This is an optimization exercise on Yosys and OpenROAD, whose aim is small area, a short achievable clock period and few clock cycles per item, not a production implementation.
In this exercise RTL edits were held to simulation tests only and were not proved equivalent to the original.
No activity file was given, so power comes from the tool's default toggle rates.

## build 62
// data_mover_bram
module data_mover_bram
#(
	parameter CNT_BIT = 31,
	parameter DWIDTH = 32,
	parameter AWIDTH = 12,
	parameter MEM_SIZE = 3481,
	parameter IN_DATA_WITDH = 32  
)
(
    input 				clk,
    input 				reset_n,
	input 				i_run,
	input  [CNT_BIT-1:0]	i_num_cnt,
	output   			o_idle,
	output   			o_read,
	output   			o_write,
	output  			o_done,
	output[AWIDTH-1:0] 	addr_b0,
	output 				ce_b0,
	output 				we_b0,
	input [DWIDTH-1:0]  q_b0,
	output[DWIDTH-1:0] 	d_b0,
	output[AWIDTH-1:0] 	addr_b1,
	output 				ce_b1,
	output 				we_b1,
	input [DWIDTH-1:0]  q_b1,
	output[DWIDTH-1:0] 	d_b1,
	output[AWIDTH-1:0] 	addr_b2,
	output 				ce_b2,
	output 				we_b2,
	input [DWIDTH-1:0]  q_b2,
	output[DWIDTH-1:0] 	d_b2,
	output[AWIDTH-1:0] 	addr_b3,
	output 				ce_b3,
	output 				we_b3,
	input [DWIDTH-1:0]  q_b3,
	output[DWIDTH-1:0] 	d_b3,
	output[AWIDTH-1:0] 	addr_b4,
	output 				ce_b4,
	output 				we_b4,
	input [DWIDTH-1:0]  q_b4,
	output[DWIDTH-1:0] 	d_b4,
	output[AWIDTH-1:0] 	addr_b5,
	output 				ce_b5,
	output 				we_b5,
	input [DWIDTH-1:0]  q_b5,
	output[DWIDTH-1:0] 	d_b5,
	output[AWIDTH-1:0] 	addr_b6,
	output 				ce_b6,
	output 				we_b6,
	input [DWIDTH-1:0]  q_b6,
	output[DWIDTH-1:0] 	d_b6,
	output[AWIDTH-1:0] 	addr_b7,
	output 				ce_b7,
	output 				we_b7,
	input [DWIDTH-1:0]  q_b7,
	output[DWIDTH-1:0] 	d_b7,
	output[AWIDTH-1:0] 	addr_b8,
	output 				ce_b8,
	output 				we_b8,
	input [DWIDTH-1:0]  q_b8,
	output[DWIDTH-1:0] 	d_b8,
	output[AWIDTH-1:0] 	addr_b9,
	output 				ce_b9,
	output 				we_b9,
	input [DWIDTH-1:0]  q_b9,
	output[DWIDTH-1:0] 	d_b9,
	output[AWIDTH-1:0] 	addr_b10,
	output 				ce_b10,
	output 				we_b10,
	input [DWIDTH-1:0]  q_b10,
	output[DWIDTH-1:0] 	d_b10,
	output[AWIDTH-1:0] 	addr_b11,
	output 				ce_b11,
	output 				we_b11,
	input [DWIDTH-1:0]  q_b11,
	output[DWIDTH-1:0] 	d_b11,
	output[AWIDTH-1:0] 	addr_b12,
	output 				ce_b12,
	output 				we_b12,
	input [DWIDTH-1:0]  q_b12,
	output[DWIDTH-1:0] 	d_b12,
	output[AWIDTH-1:0] 	addr_b13,
	output 				ce_b13,
	output 				we_b13,
	input [DWIDTH-1:0]  q_b13,
	output[DWIDTH-1:0] 	d_b13,
	output[AWIDTH-1:0] 	addr_b14,
	output 				ce_b14,
	output 				we_b14,
	input [DWIDTH-1:0]  q_b14,
	output[DWIDTH-1:0] 	d_b14,
	output[AWIDTH-1:0] 	addr_b15,
	output 				ce_b15,
	output 				we_b15,
	input [DWIDTH-1:0]  q_b15,
	output[DWIDTH-1:0] 	d_b15,
	output[AWIDTH-1:0] 	addr_b16,
	output 				ce_b16,
	output 				we_b16,
	input [DWIDTH-1:0]  q_b16,
	output[DWIDTH-1:0] 	d_b16,
	output[DWIDTH-1:0]  result_0,
	output[DWIDTH-1:0]  result_1,
	output[DWIDTH-1:0]  result_2,
	output[DWIDTH-1:0]  result_3,
	output[DWIDTH-1:0]  result_4,
	output[DWIDTH-1:0]  result_5,
	output[DWIDTH-1:0]  result_6,
	output[DWIDTH-1:0]  result_7,
	output[DWIDTH-1:0]  result_8,
	output[DWIDTH-1:0]  result_9,
	output[DWIDTH-1:0]  result_10,
	output[DWIDTH-1:0]  result_11,
	output[DWIDTH-1:0]  result_12,
	output[DWIDTH-1:0]  result_13,
	output[DWIDTH-1:0]  result_14,
	output[DWIDTH-1:0]  result_15
    );
Settings: LEC_CHECK=0, CAP_MARGIN=40, CORE_MARGIN=2, CORE_UTILIZATION=60, CTS_CLUSTER_DIAMETER=80, CTS_CLUSTER_SIZE=24, SLEW_MARGIN=40, SYNTH_HIERARCHICAL=1; clock period 10.0 ns.
standard.sh (not shown) runs the stock make flow with config.mk's settings and CLKGATE_MAP_FILE= SYNTH_SCRIPT=/design/flow/synth_recipe.tcl, a recipe that flattens the netlist after the stock synthesis.
==> flow/flow/run.sh <==
#!/bin/bash
# Layout flow: the standard ORFS flow (standard.sh, with the standard synthesis), with
# these changes to how the layout is made:
#   - the port buffers that placement inserts start as buf_1 cells (the resizer sizes up
#     the ones on timing paths), not the delay cells it picks by default;
#   - antenna repair after detailed routing may take more rounds.
# ORFS writes each step's full log under orfs/logs/; make's own output goes to make.log.
set -euo pipefail
export BUFFER_PORTS_ARGS="-buffer_cell sky130_fd_sc_hd__buf_1"
export SETUP_SLACK_MARGIN=6.3
export MAX_REPAIR_ANTENNAS_ITER_DRT=15
bash standard.sh finish > make.log 2>&1
Testbench counts of build 62, summed over its fixed seeds: cycles 51,412, items 50,068.
Modified inputs, build 77 compared to build 62
Settings: changing SLEW_MARGIN from 40 to 20; changing CORE_UTILIZATION from 60 to 50; changing CAP_MARGIN from 40 to 20.
- Going from build 62 to build 77, number of non-clock buffers in the layout grew slightly.
- Looking at core utilization, build 77 sits below build 62.
- In the metrics for build 62 and build 77, the one carrying the higher via count of the first global-routing pass is build 77.
- For build 62, the beginning of the critical path was n_r[21], unlike build 77, where it was u_ctlout.o_idle.
- Higher non-filler instance count after layout goes to build 77 over build 62.
- On total design power: between build 62 and build 77, it ends up higher for build 77.
- Build 77: final period demand of the worst path lower than build 62
Changes in build 55 relative to build 77:
Settings: changing CAP_MARGIN from 20 to 40; setting SETUP_SLACK_MARGIN to 5 for the first time; changing SLEW_MARGIN from 20 to 40; changing CORE_UTILIZATION from 50 to 60.
==> flow/run.sh (new file) <==
#!/bin/bash
# synth_recipe.tcl (not shown) runs the flow's synth.tcl, then flattens the netlist and writes it again
# the make line also repeats each setting of config.mk as NAME=value (left out here)
make -C /OpenROAD-flow-scripts/flow DESIGN_CONFIG=/design/flow/config.mk WORK_HOME=/design/flow/orfs CLKGATE_MAP_FILE= SYNTH_SCRIPT=/design/flow/synth_recipe.tcl finish
removed: flow/flow/run.sh
removed: flow/standard.sh
==> run notes <==
- Build 55: all stages complete, timing, DRC and antenna checks passed
- Every stage of the flow completed for build 77, and the final layout passed the timing, DRC and antenna checks.
- In the tables for build 77 and build 55, routed length on met1 reads lower with build 55.
- Finished layout cell area in build 55 is about 0.54% above build 77.
- Build 55 leaves less setup margin than build 77.
- The area enclosed by the die boundary in build 77 is 1.20 times that in build 55.
- Tightest hold margin across build 77 and build 55: no real change.
- Fraction of area in registers in build 55 is 0.29 points lower than in build 77
For build 80, these inputs were changed with respect to build 55:
Settings: CAP_MARGIN now 30, was 40; SLEW_MARGIN now 30, was 40; CORE_UTILIZATION now 45, was 60.
Notes after the runs:
Changes observed in build 80 relative to build 55: total routing usage reported by global routing went down by 9.2 points; worst hold-check slack was more or less identical; post-synthesis to final-layout area growth went up by 1.6 points.
What build 55 reported for number of CTS-inserted buffers has to be multiplied by 1.13 to get the figure for build 80.
Run comparison: build 55 category of the critical setup timing path register to primary output; build 80 category of the critical setup timing path register to register
Build 80 supports a lower top clock frequency than build 55.
NOTE: combinational share of power in build 80 falls short of that of build 55
[inputs] build 29 vs build 80
Settings: CAP_MARGIN: 30 -> 20; CORE_UTILIZATION: 45 -> 50; SLEW_MARGIN: 30 -> 20.
[summary]
- Build 29: flow complete, layout not clean; failing: antenna violations
- Build 80 closes out successfully: all stages finished, all timing, DRC and antenna checks passed.
- Utilization was higher in the run labelled build 29.
- Diff build 80 -> build 29: number of vias in the routed layout lower, die area lower, wire length lost 2.6%, maximum clock frequency has remained practically unchanged.

[re-timing with driven ports]
In the flow no input, the clock included, has a driving cell. The finished layouts below were timed again as built, in two steps. Step 1 (the two cells are an assumption about what drives the block):
set clk [get_ports {clk}]
set_driving_cell -lib_cell sky130_fd_sc_hd__clkbuf_16 $clk
set_driving_cell -lib_cell sky130_fd_sc_hd__buf_2 [delete_from_list [all_inputs] $clk]
Step 2 times the ports against the registers' clock, not the clock port: input delays grow and output delays shrink by t, the midpoint of the rising clock arrivals with the driver on. a / b / c = ideal ports / drivers / drivers and shift; a / b = the first two.
run	t (ns)	setup WS [ns]	worst register clock-pin slew, ns	pins driven straight from the clock port
build 62	1.135	6.223 / 6.179 / 5.558	0.10 / 0.10	1
build 77	1.119	6.317 / 6.182 / 5.492	0.10 / 0.10	1
build 55	1.138	5.546 / 5.412 / 5.062	0.11 / 0.11	1
build 80	1.137	5.438 / 5.438 / 5.068	0.10 / 0.10	1
build 29	1.095	5.445 / 5.445 / 5.011	0.10 / 0.10	1
For build 77, which loses most, drivers alone change the setup slack by -0.135 ns; drivers and shift together by -0.825 ns.
